This is an optimization exercise on Yosys and OpenROAD, whose aim is small area, not a production implementation.
The RTL was checked by simulation tests, not by an equivalence proof against the original design.

## v41
## tx_dds
module tx_dds (
  input           clk,
  input           dac_dds_format,
  input           dac_data_sync,
  input           dac_valid,
  input   [15:0]  tone_1_scale,
  input   [15:0]  tone_2_scale,
  input   [15:0]  tone_1_init_offset,
  input   [15:0]  tone_2_init_offset,
  input   [15:0]  tone_1_freq_word,
  input   [15:0]  tone_2_freq_word,
  output  [11:0]  dac_dds_data
);
For scale: roughly 4100 cells after synthesis, about 110 I/O pins, roughly 43000 sq um of cells after synthesis.
==> flow/config.mk <==
export PLATFORM = sky130hd
export DESIGN_NAME = tx_dds
export DESIGN_NICKNAME = tx_dds
export VERILOG_FILES = /design/flow/design.v
export SDC_FILE = /design/flow/constraint.sdc
export NUM_CORES = 4
export LEC_CHECK = 0
export ABC_AREA = 1
export CAP_MARGIN = 5
export CORE_MARGIN = 2
export CORE_UTILIZATION = 70
export SLEW_MARGIN = 5
==> flow/constraint.sdc <==
create_clock -name core_clock -period 7.0 [get_ports {clk}]
set_input_delay 1.4000 -clock core_clock [delete_from_list [all_inputs] [get_ports {clk}]]
set_output_delay 1.4000 -clock core_clock [all_outputs]
set_load 0.01 [all_outputs]
standard.sh (not shown) runs the stock make flow with config.mk's settings and CLKGATE_MAP_FILE= SYNTH_SCRIPT=/design/flow/synth_recipe.tcl, a recipe that flattens the netlist after the stock synthesis.
==> flow/flow/run.sh <==
#!/bin/bash
# Layout with the standard flow (standard.sh), unchanged synthesis, with
# two placement/CTS options set through ORFS's own variables:
#  - port buffers use the smallest buffer (buf_1) instead of clkdlybuf4s50_1;
#  - clock tree with clkbuf_8 and larger sink clusters, without dummy loads.
set -euo pipefail
cd "$(dirname "$0")/.."
bash standard.sh synth > synth.log 2>&1
export BUFFER_PORTS_ARGS="-buffer_cell sky130_fd_sc_hd__buf_1"
export CTS_ARGS="-sink_clustering_enable -repair_clock_nets -dont_use_dummy_load -buf_list sky130_fd_sc_hd__clkbuf_8 -sink_clustering_size 20 -sink_clustering_max_diameter 50"
bash standard.sh > layout.log 2>&1
v41 completed; timing, DRC and antenna clean
Input changes introduced in v55 (baseline for comparison: v41):
# v41
export LEC_CHECK = 0
export ABC_AREA = 1
export CAP_MARGIN = 5
export CORE_MARGIN = 2
export CORE_UTILIZATION = 70
export SLEW_MARGIN = 5
create_clock -name core_clock -period 7.0 [get_ports {clk}]
# v55
export LEC_CHECK = 0
export ABC_AREA = 1
export CAP_MARGIN = 5
export CORE_MARGIN = 2
export CORE_UTILIZATION = 60
export SLEW_MARGIN = 5
create_clock -name core_clock -period 7.0 [get_ports {clk}]
Results
- v41 completed end to end with timing, DRC and antenna clean.
- v55 finished all stages; the layout is clean.
- Compared with v41, v55 shows a design area that is about 0.6% higher.
- Against v41, v55 comes in 0.027 ns lower on worst-margin pin slew.
- | final cycle utilization of the critical path | v55 vs v41 | 0.61 points higher |
- Between v55 and v41, the minimum clock period is lower for v41.
- met2 wire length for v55: 1.5% down relative to v41
- Diff v41 -> v55 | core area | up by more than 10%
- Compared with v41, in v55 data arrival time of the worst path went up by 0.06 ns, die area went up by 10000 sq um.
## Diff of input files: v4 against v55
# v55
export LEC_CHECK = 0
export ABC_AREA = 1
export CAP_MARGIN = 5
export CORE_MARGIN = 2
export CORE_UTILIZATION = 60
export SLEW_MARGIN = 5
create_clock -name core_clock -period 7.0 [get_ports {clk}]
# v4
export LEC_CHECK = 0
export ABC_AREA = 1
export CAP_MARGIN = 20
export CORE_MARGIN = 2
export CORE_UTILIZATION = 40
export SLEW_MARGIN = 20
create_clock -name core_clock -period 7.0 [get_ports {clk}]
==> flow/flow/run.sh <==
#!/bin/bash
# Layout with the standard flow (standard.sh), unchanged synthesis, with
# two placement/CTS options set through ORFS's own variables:
#  - port buffers use the smallest buffer (buf_1) instead of clkdlybuf4s50_1;
#  - clock tree with clkbuf_16 and larger sink clusters, without dummy loads.
set -euo pipefail
cd "$(dirname "$0")/.."
bash standard.sh synth > synth.log 2>&1
export BUFFER_PORTS_ARGS="-buffer_cell sky130_fd_sc_hd__buf_1"
export CTS_ARGS="-sink_clustering_enable -repair_clock_nets -dont_use_dummy_load -buf_list sky130_fd_sc_hd__clkbuf_16 -sink_clustering_size 30 -sink_clustering_max_diameter 60"
bash standard.sh > layout.log 2>&1
Findings:
Worst-case headroom to the max-slew limit improves in v4 relative to v55. | multi-input logic area | v55 vs v4 | ≈ equal |.
Here is what was changed in the inputs of v52 compared with v4.
# v4
export LEC_CHECK = 0
export ABC_AREA = 1
export CAP_MARGIN = 20
export CORE_MARGIN = 2
export CORE_UTILIZATION = 40
export SLEW_MARGIN = 20
create_clock -name core_clock -period 7.0 [get_ports {clk}]
# v52
export LEC_CHECK = 0
export ABC_AREA = 1
export CAP_MARGIN = 5
export CORE_MARGIN = 2
export CORE_UTILIZATION = 60
export SLEW_MARGIN = 5
create_clock -name core_clock -period 7.0 [get_ports {clk}]
==> flow/flow/run.sh <==
#!/bin/bash
# Layout with the standard flow (standard.sh), unchanged synthesis, with
# two placement/CTS options set through ORFS's own variables:
#  - port buffers use the smallest buffer (buf_1) instead of clkdlybuf4s50_1;
#  - clock tree with clkbuf_8 and larger sink clusters, without dummy loads.
set -euo pipefail
cd "$(dirname "$0")/.."
bash standard.sh synth > synth.log 2>&1
export BUFFER_PORTS_ARGS="-buffer_cell sky130_fd_sc_hd__buf_1"
export CTS_ARGS="-sink_clustering_enable -repair_clock_nets -dont_use_dummy_load -buf_list sky130_fd_sc_hd__clkbuf_8 -sink_clustering_size 22 -sink_clustering_max_diameter 50"
bash standard.sh > layout.log 2>&1
Findings:
v52 completed every stage of the flow, and the final layout passed the timing, design-rule and antenna checks.
v52 vs. v4: global-route track usage on met1 went up by 12 points.
| cell area after layout | higher: v4 |
In terms of routed wire length, v4 and v52 differ only marginally.
Run comparison: v52 startpoint of the worst setup timing path incr_1[0]; v4 startpoint of the worst setup timing path phase_0[0]
Status: highest achievable clock rate parity (v52, v4)


rev 12:
Another version of the RTL of tx_dds (not shown whole).
Size: about 4200 cells after synthesis, about 820 flip-flops.
## tx_dds
module tx_dds (
  input           clk,
  input           dac_dds_format,
  input           dac_data_sync,
  input           dac_valid,
  input   [15:0]  tone_1_scale,
  input   [15:0]  tone_2_scale,
  input   [15:0]  tone_1_init_offset,
  input   [15:0]  tone_2_init_offset,
  input   [15:0]  tone_1_freq_word,
  input   [15:0]  tone_2_freq_word,
  output  [11:0]  dac_dds_data
);
  reg         sync_m;
  reg         sync_pulse;
  reg  [15:0] incr_0;
  reg  [15:0] incr_1;
  reg  [15:0] phase_0;
  reg  [15:0] phase_1;
  wire [15:0] phase_0_s;
  wire [15:0] phase_1_s;
  dds_phase_add i_add_0 (.a (phase_0), .b (incr_0), .s (phase_0_s));
  dds_phase_add i_add_1 (.a (phase_1), .b (incr_1), .s (phase_1_s));
  always @(posedge clk) begin
    sync_m <= dac_data_sync;
    sync_pulse <= sync_m & ~dac_data_sync;
    incr_0 <= tone_1_freq_word;
    incr_1 <= tone_2_freq_word;
    if (dac_data_sync) begin
      phase_0 <= 16'd0;
      phase_1 <= 16'd0;
    end else if (sync_pulse) begin
      phase_0 <= tone_1_init_offset;
      phase_1 <= tone_2_init_offset;
    end else if (dac_valid) begin
      phase_0 <= phase_0_s;
      phase_1 <= phase_1_s;
    end
  end
  wire zero = dac_data_sync | sync_pulse;
  wire [13:0] sine_0;
  wire [13:0] sine_1;
  wire [15:0] scale_0;
  wire [15:0] scale_1;
  dds_tone i_tone_0 (.clk (clk), .zero (zero), .phase (phase_0[15:3]),
                     .scale (tone_1_scale), .sine (sine_0), .scale_d (scale_0));
  dds_tone i_tone_1 (.clk (clk), .zero (zero), .phase (phase_1[15:3]),
                     .scale (tone_2_scale), .sine (sine_1), .scale_d (scale_1));
  wire [13:0] qa_s;
  wire [13:0] qb_s;
  dds_mul2 i_mul (.a0 (sine_0), .b0 (scale_0), .a1 (sine_1), .b1 (scale_1),
                  .qa (qa_s), .qb (qb_s));
  reg  [13:0] qa;
  reg  [13:0] qb;
  reg  [13:0] sum;
  always @(posedge clk) begin
    qa <= qa_s;
    qb <= qb_s;
  end
  wire [13:0] sum_s;
  dds_rca #(.W(14)) i_sum (.a (qa), .b (qb), .ci (1'b0), .s (sum_s));
  always @(posedge clk) sum <= sum_s;
  wire [11:0] rnd;
  dds_rca #(.W(12)) i_rnd (.a (sum[13:2]), .b (12'd0), .ci (sum[13] & (sum[1] | sum[0])), .s (rnd));
  reg  [12*6-1:0] dly;
  reg  [11:0] fmt;
  reg  [11:0] out;
  always @(posedge clk) begin
    dly <= {dly[12*5-1:0], rnd};
  ...
Settings: LEC_CHECK=0, ABC_AREA=1, CAP_MARGIN=20, CORE_MARGIN=2, CORE_UTILIZATION=40, SLEW_MARGIN=20; clock period 7.0 ns.
==> flow/flow/run.sh <==
#!/bin/bash
# Layout with the standard flow (standard.sh), unchanged synthesis, with
# two placement/CTS options set through ORFS's own variables:
#  - port buffers use the smallest buffer (buf_1) instead of clkdlybuf4s50_1;
#  - clock tree with clkbuf_8 and larger sink clusters, without dummy loads.
set -euo pipefail
cd "$(dirname "$0")/.."
bash standard.sh synth > synth.log 2>&1
export BUFFER_PORTS_ARGS="-buffer_cell sky130_fd_sc_hd__buf_1"
export CTS_ARGS="-sink_clustering_enable -repair_clock_nets -dont_use_dummy_load -buf_list sky130_fd_sc_hd__clkbuf_16 -sink_clustering_size 36 -sink_clustering_max_diameter 60"
bash standard.sh > layout.log 2>&1
Modified inputs, rev 13 compared to rev 12
--- a/flow/flow/run.sh
+++ b/flow/flow/run.sh
@@ -10 +10 @@
-export CTS_ARGS="-sink_clustering_enable -repair_clock_nets -dont_use_dummy_load -buf_list sky130_fd_sc_hd__clkbuf_16 -sink_clustering_size 36 -sink_clustering_max_diameter 60"
+export CTS_ARGS="-sink_clustering_enable -repair_clock_nets -dont_use_dummy_load -buf_list sky130_fd_sc_hd__clkbuf_8 -sink_clustering_size 20 -sink_clustering_max_diameter 50"
### Flow results
Looking at number of global-route vias before repair, rev 13 sits 244 above rev 12. In the tables for rev 12 and rev 13, proportion of layout cells with a drive suffix above 1 reads lower with rev 12. Compared with rev 12, rev 13 shows post-detailed-routing wire length that has gone up slightly. Cmp rev 13 vs rev 12: final worst-path cycle share higher in rev 13. Per the comparison of rev 13 with rev 12, via count grew by about 0.8%; post-route core utilization went down 0.23 points; global-route usage over all layers closely matched the old numbers.


== v13 ==
Another version of the RTL of tx_dds (not shown whole).
Size: about 4300 cells after synthesis, about 110 I/O pins, roughly 0.044 mm2 of cells after synthesis.
Settings: LEC_CHECK=0, ABC_AREA=1, CAP_MARGIN=20, CORE_MARGIN=2, CORE_UTILIZATION=40, SLEW_MARGIN=20; clock period 7.0 ns.
==> flow/flow/run.sh <==
#!/bin/bash
# Layout with the standard flow (standard.sh), unchanged synthesis, with
# two placement/CTS options set through ORFS's own variables:
#  - port buffers use the smallest buffer (buf_1) instead of clkdlybuf4s50_1;
#  - clock tree with clkbuf_8 and larger sink clusters, without dummy loads.
set -euo pipefail
cd "$(dirname "$0")/.."
bash standard.sh synth > synth.log 2>&1
export BUFFER_PORTS_ARGS="-buffer_cell sky130_fd_sc_hd__buf_1"
export CTS_ARGS="-sink_clustering_enable -repair_clock_nets -dont_use_dummy_load -buf_list sky130_fd_sc_hd__clkbuf_8 -sink_clustering_size 20 -sink_clustering_max_diameter 50"
bash standard.sh > layout.log 2>&1
Inputs modified between v13 and v33:
Settings: CTS_BUF_LIST now sky130_fd_sc_hd__clkbuf_8, previously not set; CTS_CLUSTER_DIAMETER now 50, previously not set; CTS_CLUSTER_SIZE now 20, previously not set.
==> flow/run.sh (new file) <==
#!/bin/bash
# synth_recipe.tcl (not shown) runs the flow's synth.tcl, then flattens the netlist and writes it again
# the make line also repeats each setting of config.mk as NAME=value (left out here)
make -C /OpenROAD-flow-scripts/flow DESIGN_CONFIG=/design/flow/config.mk WORK_HOME=/design/flow/orfs CLKGATE_MAP_FILE= SYNTH_SCRIPT=/design/flow/synth_recipe.tcl finish
removed: flow/flow/run.sh
removed: flow/standard.sh
v13 has lower wire length of the first global-routing pass than v33. Final area: v33 vs v13 up 3.2%. Side by side, final worst-path cycle share turned out lower in v33 than in v13. Summary — via count, v33 relative to v13: higher, by 395. In v33, maximum frequency from static timing analysis is higher than in v13. Against v13 as the reference, v33 delivers a higher proportion of layout cells with a drive suffix above 1. Looking at overall routed net length across both flows, v33 is the weaker of the two, with v13 ahead. Diff v13 -> v33 | area growth from synthesis to layout | increase of 3.4 points. STATUS smallest setup slack after layout: v33 wins against v13.
[inputs] v2 vs v33
Settings: a change of CTS_CLUSTER_SIZE from 20 to 36; a change of CTS_CLUSTER_DIAMETER from 50 to 60; a change of CTS_BUF_LIST from sky130_fd_sc_hd__clkbuf_8 to sky130_fd_sc_hd__clkbuf_16.
[summary]
v2 completed; timing, DRC and antenna clean
Any difference in delay of the slowest cell on the worst path between v33 and v2 is small enough to ignore.
v2 — final cell count 27 lower, v33 as reference
Per-cell routed wire length delta for v2 relative to v33: 0.096 um higher
Logic depth of the worst register-to-register path ended up 3.7% lower on v2 than on v33.
The following lists how v40 was set up differently from v2:
Settings: swapping sky130_fd_sc_hd__clkbuf_16 for sky130_fd_sc_hd__clkbuf_4 in CTS_BUF_LIST; clearing CTS_CLUSTER_DIAMETER, which used to be 60; clearing CTS_CLUSTER_SIZE, which used to be 36.
### Flow results
v2 -> v40: unique cell type count in the Yosys netlist delta 0, exact match
Status: fraction of area in clock buffers and inverters parity (v2, v40)
v2 → v40: clock latency on the worst-skew pair rose by 0.38 ns, routed wire length rose by 1400 um, utilization stayed essentially flat.
v40 — wire length of the first global-routing pass 1.7% higher, v2 as reference
Area of all placed cells without fillers: v40 vs v2, no meaningful difference
Going from v2 to v40, the global-route usage was found to have gone up by 0.32 points.


tx_dds, a different RTL version from the one above (not shown whole).
Size in the first run: ~110 I/O pins, about 0.045 mm² of cells after synthesis.
Settings: LEC_CHECK=0, ABC_AREA=1, CAP_MARGIN=20, CORE_MARGIN=2, CORE_UTILIZATION=40, SLEW_MARGIN=20; clock period 7.0 ns.
run.sh (not shown) runs the stock make flow with config.mk's settings and CLKGATE_MAP_FILE= SYNTH_SCRIPT=/design/flow/synth_recipe.tcl, a recipe that flattens the netlist after the stock synthesis.
Stock flow here: none of the scripts above is used.
==> next run, changes <==
- CTS_BUF_LIST: unset -> sky130_fd_sc_hd__clkbuf_4
The new run finished clean.
Global-route usage rose by 0.29 points.
Clock skew rose by 38 ps.
Synthesized cell count does not change.
Hold slack is worse by 56 ps.
Non-clock buffer count does not change.
Cell count rose by a few percent.
Routed wire length rose slightly.
==> next run, changes <==
- CTS_BUF_LIST: sky130_fd_sc_hd__clkbuf_4 -> sky130_fd_sc_hd__clkbuf_8
- CTS_CLUSTER_SIZE: unset -> 30
Result: The new run finished clean; synthesized cell count does not change; synthesized area is unchanged; non-clock buffer count does not change; final area stays flat.


## job 101
tx_dds, a different RTL version from the one above (not shown whole).
Size in the first run: about 780 flip-flops, roughly 110 I/O pins, ~42000 sq um of cells after synthesis.
Settings: LEC_CHECK=0, ABC_AREA=1, CAP_MARGIN=5, CORE_MARGIN=2, CORE_UTILIZATION=70, SLEW_MARGIN=5; clock period 7.0 ns.
standard.sh (not shown) runs the stock make flow with config.mk's settings and CLKGATE_MAP_FILE= SYNTH_SCRIPT=/design/flow/synth_recipe.tcl, a recipe that flattens the netlist after the stock synthesis.
==> flow/flow/run.sh <==
#!/bin/bash
# Layout with the standard flow (standard.sh), unchanged synthesis, with
# two placement/CTS options set through ORFS's own variables:
#  - port buffers use the smallest buffer (buf_1) instead of clkdlybuf4s50_1;
#  - clock tree with clkbuf_8 and larger sink clusters, without dummy loads.
set -euo pipefail
cd "$(dirname "$0")/.."
bash standard.sh synth > synth.log 2>&1
export BUFFER_PORTS_ARGS="-buffer_cell sky130_fd_sc_hd__buf_1"
export CTS_ARGS="-sink_clustering_enable -repair_clock_nets -dont_use_dummy_load -buf_list sky130_fd_sc_hd__clkbuf_8 -sink_clustering_size 20 -sink_clustering_max_diameter 50"
bash standard.sh > layout.log 2>&1
The flow did not stop early for job 101: all stages ran, and the layout cleared the timing, design-rule and antenna checks.
[inputs] job 102 vs job 101
- putting GPL_TIMING_DRIVEN at 0 where nothing was set
Findings:
Job 102 was carried through to the last stage, and its layout satisfied the timing, design-rule and antenna checks. Comparing job 101 against job 102, there is no change at all in count of inverters not on the clock network in the layout. Starting density of the core came out exactly the same in job 101 and job 102. Largest net degree at the start of global routing (lower): job 102. Ratio of routed vias to standard cells went down slightly going from job 101 to job 102. From job 101 to job 102 the numbers moved as follows: largest fanout on the critical path up 1, setup slack down 78 ps, final cycle utilization of the critical path up 1.1 points, routing usage on met1 up 2.2 points. Of job 101 and job 102, the higher register share of the cell area belongs to job 101.
## Diff of input files: job 103 against job 102
- clearing GPL_TIMING_DRIVEN, which used to be 0
- swapping 70 for 80 in CORE_UTILIZATION
--- outcome ---
Lower initial core utilization goes to job 102 over job 103.
met1 routed wirelength after detailed routing in job 103 is about 2.4% lower than in job 102
Re simple-gate share of the synthesized area: no difference whatsoever between job 103 and job 102.
Worst setup slack: job 103 worse than job 102
Delta (job 103 minus job 102): final design instance area without fill fell about 1.2%.

==> port drivers added, routing unchanged <==
The results above use ideal ports. As a check the final layouts listed here were re-extracted and re-timed, cells and wires unchanged. Step 1 assumes that a clkbuf_16 drives the clock port and a buf_2 every other input. Step 2 adds t to the input delays and takes it off the output delays; t is the mean of the earliest and latest rising clock arrival at the registers after step 1. Input paths then give back, and output paths get back, about the clock's delay inside the block. a / b / c = ideal ports / drivers / drivers and shift; a / b = the first two.
| run | t, ns | slack for setup (ns) | clock arrival spread, ns |
|---|---|---|---|
| v41 | 0.695 | 0.312 / 0.312 / 0.312 | 0.132 / 0.132 |
| v55 | 0.710 | 0.269 / 0.269 / 0.269 | 0.150 / 0.150 |
| v4 | 0.653 | 0.294 / 0.294 / 0.294 | 0.110 / 0.110 |
| v52 | 0.721 | 0.298 / 0.298 / 0.298 | 0.168 / 0.167 |
| rev 12 | 0.668 | 0.304 / 0.304 / 0.304 | 0.129 / 0.128 |
| rev 13 | 0.706 | 0.268 / 0.268 / 0.268 | 0.139 / 0.138 |
| v13 | 0.726 | 0.472 / 0.472 / 0.472 | 0.119 / 0.119 |
| v33 | 0.768 | 0.505 / 0.505 / 0.366 | 0.065 / 0.065 |
| v2 | 0.696 | 0.493 / 0.493 / 0.347 | 0.059 / 0.059 |
| v40 | 1.056 | 0.457 / 0.457 / 0.271 | 0.101 / 0.101 |
| the first run of note 4 | 0.710 | 0.446 / 0.446 / 0.446 | 0.050 / 0.051 |
| the second run of note 4 | 1.126 | 0.449 / 0.449 / 0.449 | 0.094 / 0.095 |
| the third run of note 4 | 0.857 | 0.451 / 0.451 / 0.451 | 0.041 / 0.041 |
| job 101 | 0.698 | 0.361 / 0.361 / 0.361 | 0.095 / 0.095 |
| job 102 | 0.694 | 0.284 / 0.284 / 0.129 | 0.111 / 0.112 |
| job 103 | 0.710 | 0.222 / 0.222 / 0.176 | 0.094 / 0.094 |
After both steps setup and hold are still met in every run listed. For v40, which loses most, drivers alone change the setup slack by 0.000 ns; drivers and shift together by -0.186 ns.
